Context: an optimization exercise on an open-source flow, tuned for small area, a short achievable clock period and few clock cycles per item. The choices shown serve that exercise and are no tape-out recipe.
Only simulation tests tie the RTL to the original design; equivalence was not proved.
The clock port is modelled as an ideal driver, which makes a skipped or thinned clock tree look cheaper than it is; a real chip needs a root buffer or a tree.
Power and IR drop assume default switching activity.

==> inputs of run G <==
## cordic_sin_cos
module cordic_sin_cos(
    input       wire        clk,
    input       wire        rst_n,
    input       wire        clk_vld,
    input       wire        soft_rst,
    input       wire        trig,
    output      reg         vld,
    input       wire  [9:0] a,
    output      reg  signed [12:0]  cosa3_latch,
    output      reg  signed [12:0]  sina3_latch
);
wire [7:0] u = a[7:0];
wire [8:0] a2 = a[8] ? (9'd256 - {1'b0,u}) : {1'b0,u};
reg  [7:0] lo;
reg        hi, negc, negs;
always @(posedge clk or negedge rst_n)
begin
    if (!rst_n) begin
        lo <= 8'd0; hi <= 1'b0; negc <= 1'b0; negs <= 1'b0;
        vld <= 1'b0;
    end else if (soft_rst) begin
        lo <= 8'd0; hi <= 1'b0; negc <= 1'b0; negs <= 1'b0;
        vld <= 1'b0;
    end else if (clk_vld) begin
        vld <= trig;
        if (trig) begin
            lo <= a2[7:0];
            hi <= a2[8];
            negc <= a[9] ^ a[8];
            negs <= a[9];
        end
    end
end
reg [11:0] c2, s2;
always @(*) begin
    case (lo)
        8'd0: begin c2 = 12'd2048; s2 = 12'd0; end
        8'd1: begin c2 = 12'd2048; s2 = 12'd13; end
        8'd2: begin c2 = 12'd2048; s2 = 12'd25; end
        8'd3: begin c2 = 12'd2048; s2 = 12'd38; end
        8'd4: begin c2 = 12'd2047; s2 = 12'd50; end
        8'd5: begin c2 = 12'd2047; s2 = 12'd63; end
        8'd6: begin c2 = 12'd2047; s2 = 12'd76; end
        8'd7: begin c2 = 12'd2046; s2 = 12'd88; end
        8'd8: begin c2 = 12'd2046; s2 = 12'd101; end
  ...
clock: 5.5 ns
lec_check: 0
abc_area: 1
cap_margin: 20
core_margin: 2
core_utilization: 50
slew_margin: 20
synth_memory_max_bits: 65536
run.sh (not shown) runs the stock make flow with config.mk's settings and CLKGATE_MAP_FILE= SYNTH_SCRIPT=/design/flow/synth_recipe.tcl, a recipe that flattens the netlist after the stock synthesis.
==> run H (differences from run G) <==
--- a/flow/config.mk
+++ b/flow/config.mk
@@ -11,2 +11,3 @@
 export CORE_UTILIZATION = 50
+export SETUP_SLACK_MARGIN = 2.0
 export SLEW_MARGIN = 20
==> run E (differences from run G) <==
--- a/flow/config.mk
+++ b/flow/config.mk
@@ -10,3 +10,3 @@
 export CORE_MARGIN = 2
-export CORE_UTILIZATION = 50
+export CORE_UTILIZATION = 40
 export SLEW_MARGIN = 20
==> results.py <==
metrics = {
    "status": {
        "outcome": "complete, no violations",
    },
    "pwr": {
        "powerDensity_nw_per_um2": 169,
        "internal-power_mw": 0.551,
        "clockPowerShare_pct": 7.3,
    },
    "cells_and_area": {
        "antenna_cells": 0,
    },
    "drt": {
        "route.met2.wl_mm": 12.4,
        "vias": 9639,
    },
    "setup_path": {
        "worstReg2RegStart": "hi$_DFFE_PN0P_",
    },
    "global_routing": {
        "grtUsageMet2_pct": 75.7,
        "use_met3_pct": 34.0,
    },
}
-- figures above: run H

==> results.py <==
metrics = {
    "clock_network": {
        "cts_root_buffer": "clkbuf_8",
    },
    "setup_path": {
        "worstReg2RegStart": "lo[5]$_DFFE_PN0P_",
        "worstPathRequired_ns": 4.40,
    },
    "pwr": {
        "internal-power_mw": 0.439,
        "clockPowerShare_pct": 9.5,
    },
    "timing": {
        "setup_viol": 0,
    },
    "status": {
        "outcome": "complete, no violations",
    },
    "global_routing": {
        "grtUsageMet2_pct": 66.6,
    },
    "drt": {
        "route.met2.wl_mm": 11.1,
    },
    "cells_and_area": {
        "antenna_cells": 0,
    },
}
-- figures above: run G

==> results.py <==
metrics = {
    "status": {
        "outcome": "complete, no violations",
    },
    "cells_and_area": {
        "antenna_cells": 1,
    },
    "pwr": {
        "powerDensity_nw_per_um2": 179,
        "internal-power_mw": 0.489,
    },
    "setup_path": {
        "worstReg2RegStart": "hi$_DFFE_PN0P_",
    },
}
-- figures above: run E

Testbench counts of run G, summed over its fixed seeds: cycles 3,200, items 3,200.
Testbench counts of run H, summed over its fixed seeds: cycles 3,200, items 3,200.
Testbench counts of run E, summed over its fixed seeds: cycles 3,200, items 3,200.

========
==> run a <==
cordic_sin_cos, a different RTL version from the one above (not shown whole).
==> flow/config.mk <==
export PLATFORM = sky130hd
export DESIGN_NAME = cordic_sin_cos
export DESIGN_NICKNAME = cordic_sin_cos
export VERILOG_FILES = /design/flow/design.v
export SDC_FILE = /design/flow/constraint.sdc
export NUM_CORES = 4
export LEC_CHECK = 0
export CAP_MARGIN = 20
export CORE_MARGIN = 2
export CORE_UTILIZATION = 30
export SLEW_MARGIN = 20
==> flow/constraint.sdc <==
create_clock -name core_clock -period 5.5 [get_ports {clk}]
set_input_delay 1.1000 -clock core_clock [delete_from_list [all_inputs] [get_ports {clk}]]
set_output_delay 1.1000 -clock core_clock [all_outputs]
set_load 0.01 [all_outputs]
==> run b (differences from run a) <==
--- a/flow/config.mk
+++ b/flow/config.mk
@@ -7,2 +7,3 @@
 export LEC_CHECK = 0
+export ABC_AREA = 1
 export CAP_MARGIN = 20
@@ -11 +12,2 @@
 export SLEW_MARGIN = 20
+export SYNTH_MEMORY_MAX_BITS = 65536
==> run_results.csv <==
group,metric,value,unit
run_status,status,"stopped before the end",
run_status,haltStage,"synthesis",
run_status,stop_error,"ERROR: TCL interpreter returned an error: Source files actually used in the design:",
yosys,synth_warnings,1,
(the above is from run a)
==> run_results.csv <==
group,metric,value,unit
finish,design.final.nets,1288,
critical_path,crit_end,"sina3_latch[8]",
critical_path,regToRegSetupSlack,4.44,ns
clock_tree,path_clk_slew,0.04,ns
timing,fin_tns_setup,0,ns
timing,final.setup.worst_slack,0.202,ns
yosys,synth_warnings,1,
run_status,status,"finished clean",
hold_path,hold_path_class,"flip-flop to flip-flop",
clock_tree,clock_latency,0.24,ns
(the above is from run b)
Testbench counts of run a, summed over its fixed seeds: cycles 3,200, items 3,200.
Testbench counts of run b, summed over its fixed seeds: cycles 3,200, items 3,200.

========
==> sierra: inputs <==
cordic_sin_cos, a different RTL version from the one above (not shown whole).
Design cordic_sin_cos, start of the top module:
module cordic_sin_cos(
    input       wire        clk,
    input       wire        rst_n,
    input       wire        clk_vld,
    input       wire        soft_rst,
    input       wire        trig,
    output      reg         vld,
    input       wire  [9:0] a,
    output      reg  signed [12:0]  cosa3_latch,
    output      reg  signed [12:0]  sina3_latch
);
Settings: LEC_CHECK=0, ABC_AREA=1, CAP_MARGIN=20, CORE_MARGIN=2, CORE_UTILIZATION=30, SETUP_SLACK_MARGIN=1.5, SLEW_MARGIN=20, SYNTH_MEMORY_MAX_BITS=65536; clock period 5.5 ns.
standard.sh (not shown) runs the stock make flow with config.mk's settings and CLKGATE_MAP_FILE= SYNTH_SCRIPT=/design/flow/synth_recipe.tcl, a recipe that flattens the netlist after the stock synthesis.
==> flow/flow/run.sh <==
#!/bin/bash
# The standard layout (standard.sh), with these changes:
# - synthesis: the same script, but ABC maps the logic with flow/abc.script,
#   and half/full adders are not extracted into adder cells;
# - the port buffers are sky130_fd_sc_hd__buf_2 cells.
set -euo pipefail
W=$(pwd)
rm -rf "$W/scripts_own"
cp -r "$FLOW_HOME/scripts" "$W/scripts_own"
cp "$W/flow/abc.script" "$W/scripts_own/abc_area.script"
PB="BUFFER_PORTS_ARGS='-buffer_cell sky130_fd_sc_hd__buf_2'"
sed "s#CLKGATE_MAP_FILE= #CLKGATE_MAP_FILE= SCRIPTS_DIR=$W/scripts_own ADDER_MAP_FILE= #" standard.sh > synth_own.sh
sed "s#CLKGATE_MAP_FILE= #CLKGATE_MAP_FILE= $PB #" standard.sh > layout_own.sh
grep -q "SCRIPTS_DIR=$W/scripts_own" synth_own.sh
grep -q "BUFFER_PORTS_ARGS" layout_own.sh
bash synth_own.sh synth > "$W/synth.log" 2>&1
bash layout_own.sh > "$W/layout.log" 2>&1
==> flow/flow/abc.script <==
strash
dch
map -B 0.9
topo
stime -c
buffer -c
upsize -c
dnsize -c
==> inputs of cedar, as changes to sierra <==
==> flow/flow/run.sh (replaced) <==
#!/bin/bash
# The standard layout (standard.sh) run with a copy of the ORFS scripts
# and these changes:
# - synthesis does not extract half/full adders into adder cells
#   (ADDER_MAP_FILE empty); ABC maps all the logic;
# - the port buffers are sky130_fd_sc_hd__buf_2 cells;
# - clock distribution: instead of an H-tree (two levels of clkbuf_16 for
#   12 registers), flow/clock_buffer.tcl inserts one clkbuf_8 at the
#   centroid of the registers, driving all their clock pins.
# make's output goes to make.log here; ORFS writes each step's log under
# orfs/logs/.
set -euo pipefail
W=$(pwd)
S="$W/scripts_own"
rm -rf "$S"
cp -r "$FLOW_HOME/scripts" "$S"
cp "$W/flow/clock_buffer.tcl" "$S/clock_buffer.tcl"
sed -i 's%^log_cmd clock_tree_synthesis {\*}$cts_args%source $::env(SCRIPTS_DIR)/clock_buffer.tcl%' "$S/cts.tcl"
grep -q "clock_buffer.tcl" "$S/cts.tcl"
EXTRA="SCRIPTS_DIR=$S ADDER_MAP_FILE= BUFFER_PORTS_ARGS='-buffer_cell sky130_fd_sc_hd__buf_2' CLOCK_BUFFER_CELL=sky130_fd_sc_hd__clkbuf_8 CLOCK_PORT=clk"
sed "s#CLKGATE_MAP_FILE= #CLKGATE_MAP_FILE= $EXTRA #" standard.sh > standard_own.sh
grep -q "SCRIPTS_DIR=$S" standard_own.sh
bash standard_own.sh > "$W/make.log" 2>&1
==> flow/flow/clock_buffer.tcl (new file) <==
# Clock distribution for a design with few registers: one clock buffer,
# placed at the centroid of the registers, drives every clock pin.
set block [ord::get_db_block]
set sx 0
set sy 0
set n 0
foreach inst [$block getInsts] {
  if { [[$inst getMaster] isSequential] } {
    set loc [$inst getLocation]
    set sx [expr { $sx + [lindex $loc 0] }]
    set sy [expr { $sy + [lindex $loc 1] }]
    incr n
  }
}
set dbu [$block getDbUnitsPerMicron]
set cx [expr { $sx / $n / double($dbu) }]
set cy [expr { $sy / $n / double($dbu) }]
puts "clock buffer at ($cx, $cy), driving $n registers"
log_cmd insert_buffer -buffer_cell $::env(CLOCK_BUFFER_CELL) -net $::env(CLOCK_PORT) \
  -location [list $cx $cy] -buffer_name clkbuf_root -net_name clknet_root
set_propagated_clock [all_clocks]
--- a/flow/config.mk
+++ b/flow/config.mk
@@ -8,7 +8,7 @@
 export ABC_AREA = 1
 export CAP_MARGIN = 20
 export CORE_MARGIN = 2
-export CORE_UTILIZATION = 30
+export CORE_UTILIZATION = 20
 export SETUP_SLACK_MARGIN = 1.5
 export SLEW_MARGIN = 20
 export SYNTH_MEMORY_MAX_BITS = 65536
removed: flow/flow/abc.script
==> inputs of fjord, as changes to sierra <==
==> flow/flow/run.sh (replaced) <==
#!/bin/bash
# The standard layout (standard.sh), with a copy of the ORFS scripts that
# differs in three ways:
# - synthesis: ABC maps the logic with flow/abc.script (ORFS's area script
#   without the delay-driven re-buffering settings changed), and half/full
#   adders are not extracted into adder cells (ADDER_MAP_FILE empty);
# - the port buffers are sky130_fd_sc_hd__buf_2 cells;
# - clock distribution: instead of an H-tree (two levels of clkbuf_16 for
#   12 registers), flow/clock_buffer.tcl inserts one clkbuf_8 at the
#   centroid of the registers, driving all their clock pins.
# Each tool's output goes to a log of its own (make.log here, and ORFS's
# per-step logs under orfs/logs/).
set -euo pipefail
W=$(pwd)
S="$W/scripts_own"
rm -rf "$S"
cp -r "$FLOW_HOME/scripts" "$S"
cp "$W/flow/abc.script" "$S/abc_area.script"
cp "$W/flow/clock_buffer.tcl" "$S/clock_buffer.tcl"
sed -i 's%^log_cmd clock_tree_synthesis {\*}$cts_args%source $::env(SCRIPTS_DIR)/clock_buffer.tcl%' "$S/cts.tcl"
grep -q "clock_buffer.tcl" "$S/cts.tcl"
EXTRA="SCRIPTS_DIR=$S ADDER_MAP_FILE= BUFFER_PORTS_ARGS='-buffer_cell sky130_fd_sc_hd__buf_2' CLOCK_BUFFER_CELL=sky130_fd_sc_hd__clkbuf_8 CLOCK_PORT=clk"
sed "s#CLKGATE_MAP_FILE= #CLKGATE_MAP_FILE= $EXTRA #" standard.sh > standard_own.sh
grep -q "SCRIPTS_DIR=$S" standard_own.sh
bash standard_own.sh > "$W/make.log" 2>&1
==> flow/flow/clock_buffer.tcl (new file) <==
# Clock distribution for a design with few registers: one clock buffer,
# placed at the centroid of the registers, drives every clock pin.
set block [ord::get_db_block]
set sx 0
set sy 0
set n 0
foreach inst [$block getInsts] {
  if { [[$inst getMaster] isSequential] } {
    set loc [$inst getLocation]
    set sx [expr { $sx + [lindex $loc 0] }]
    set sy [expr { $sy + [lindex $loc 1] }]
    incr n
  }
}
set dbu [$block getDbUnitsPerMicron]
set cx [expr { $sx / $n / double($dbu) }]
set cy [expr { $sy / $n / double($dbu) }]
puts "clock buffer at ($cx, $cy), driving $n registers"
log_cmd insert_buffer -buffer_cell $::env(CLOCK_BUFFER_CELL) -net $::env(CLOCK_PORT) \
  -location [list $cx $cy] -buffer_name clkbuf_root -net_name clknet_root
set_propagated_clock [all_clocks]
==> comparison table <==
	fjord	sierra	cedar
Run status	no timing/DRC/antenna violations	no timing/DRC/antenna violations	no timing/DRC/antenna violations
Arrival time at the worst endpoint	2.82 ns	2.89 ns	2.90 ns
Tightest Pin Transition	0.586 ns	0.536 ns	0.662 ns
Area growth from synthesis to layout	10.1%	12.5%	14.6%
Post-DR wirelength/cell	23.3 um	23.3 um	22.9 um
Number of gates given a new drive strength after cts	12	16	8
Lkg Pwr	0.00269 uW	0.00274 uW	0.00272 uW
Standard-cell rows	46	46	56
Longest individual stage delay on the worst path	0.51 ns	0.55 ns	0.49 ns
Placeable core region	15800 sq um	15800 sq um	23500 sq um
Worst vdd ir	0.000132 V	0.000154 V	0.000147 V
Number of nets at the end of the flow	998	1001	1006
PD cells	159 nW/um^2	174 nW/um^2	157 nW/um^2
Initial core utilization	30.5%	30.5%	20.5%
WL met1	10700 um	10700 um	12100 um
Part of the power in registers	12.5%	11.2%	12.5%
Routed met2 length	10800 um	10900 um	12300 um
Routed wire length	27900 um	28000 um	30000 um
Area taken by multi-input logic gates	3970 sq um	4000 sq um	4030 sq um
Slowest library cell on the worst path	sky130_fd_sc_hd__nor2_1	sky130_fd_sc_hd__dfrtp_2	sky130_fd_sc_hd__a31oi_1
Worst setup path end	cosa3_latch[5]	cosa3_latch[5]	sina3_latch[5]
Grt met2 use	46.3%	46.4%	34.5%
Antenna Cells	1	1	0
Testbench counts of sierra, summed over its fixed seeds: cycles 3,200, items 3,200.
Testbench counts of cedar, summed over its fixed seeds: cycles 3,200, items 3,200.
Testbench counts of fjord, summed over its fixed seeds: cycles 3,200, items 3,200.
In cedar and fjord the design's own scripts or RTL, not TritonCTS, make the clock network.

## re-timing with driven ports
The flow's constraints put no driver on any port. The routed layouts listed below were extracted and timed again, unchanged, in two steps.
Step 1 sets driving cells, clkbuf_16 on the clock port and buf_2 on the other inputs (assumed; they add their load-dependent delay and slew).
Step 2 adds t to the input delays and takes it off the output delays; t is the mean of the earliest and latest rising clock arrival at the registers after step 1. Input paths then give back, and output paths get back, about the clock's delay inside the block.
Three values: ideal ports, drivers, drivers and shift; two values: the first two.
run	t (ns)	setup WS [ns]	hold WS [ns]
run G	0.273	0.366 / 0.343 / 0.616	0.493 / 0.493 / 0.493
run H	0.267	1.422 / 1.398 / 1.665	0.489 / 0.489 / 0.489
run E	0.260	0.190 / 0.165 / 0.425	0.510 / 0.510 / 0.510
run b	0.263	0.202 / 0.177 / 0.440	0.544 / 0.544 / 0.544
sierra	0.266	1.511 / 1.485 / 1.751	0.480 / 0.480 / 0.480
cedar	0.167	1.499 / 1.476 / 1.643	0.489 / 0.489 / 0.489
fjord	0.161	1.584 / 1.562 / 1.723	0.489 / 0.489 / 0.489
After both steps every run listed still meets setup and hold.
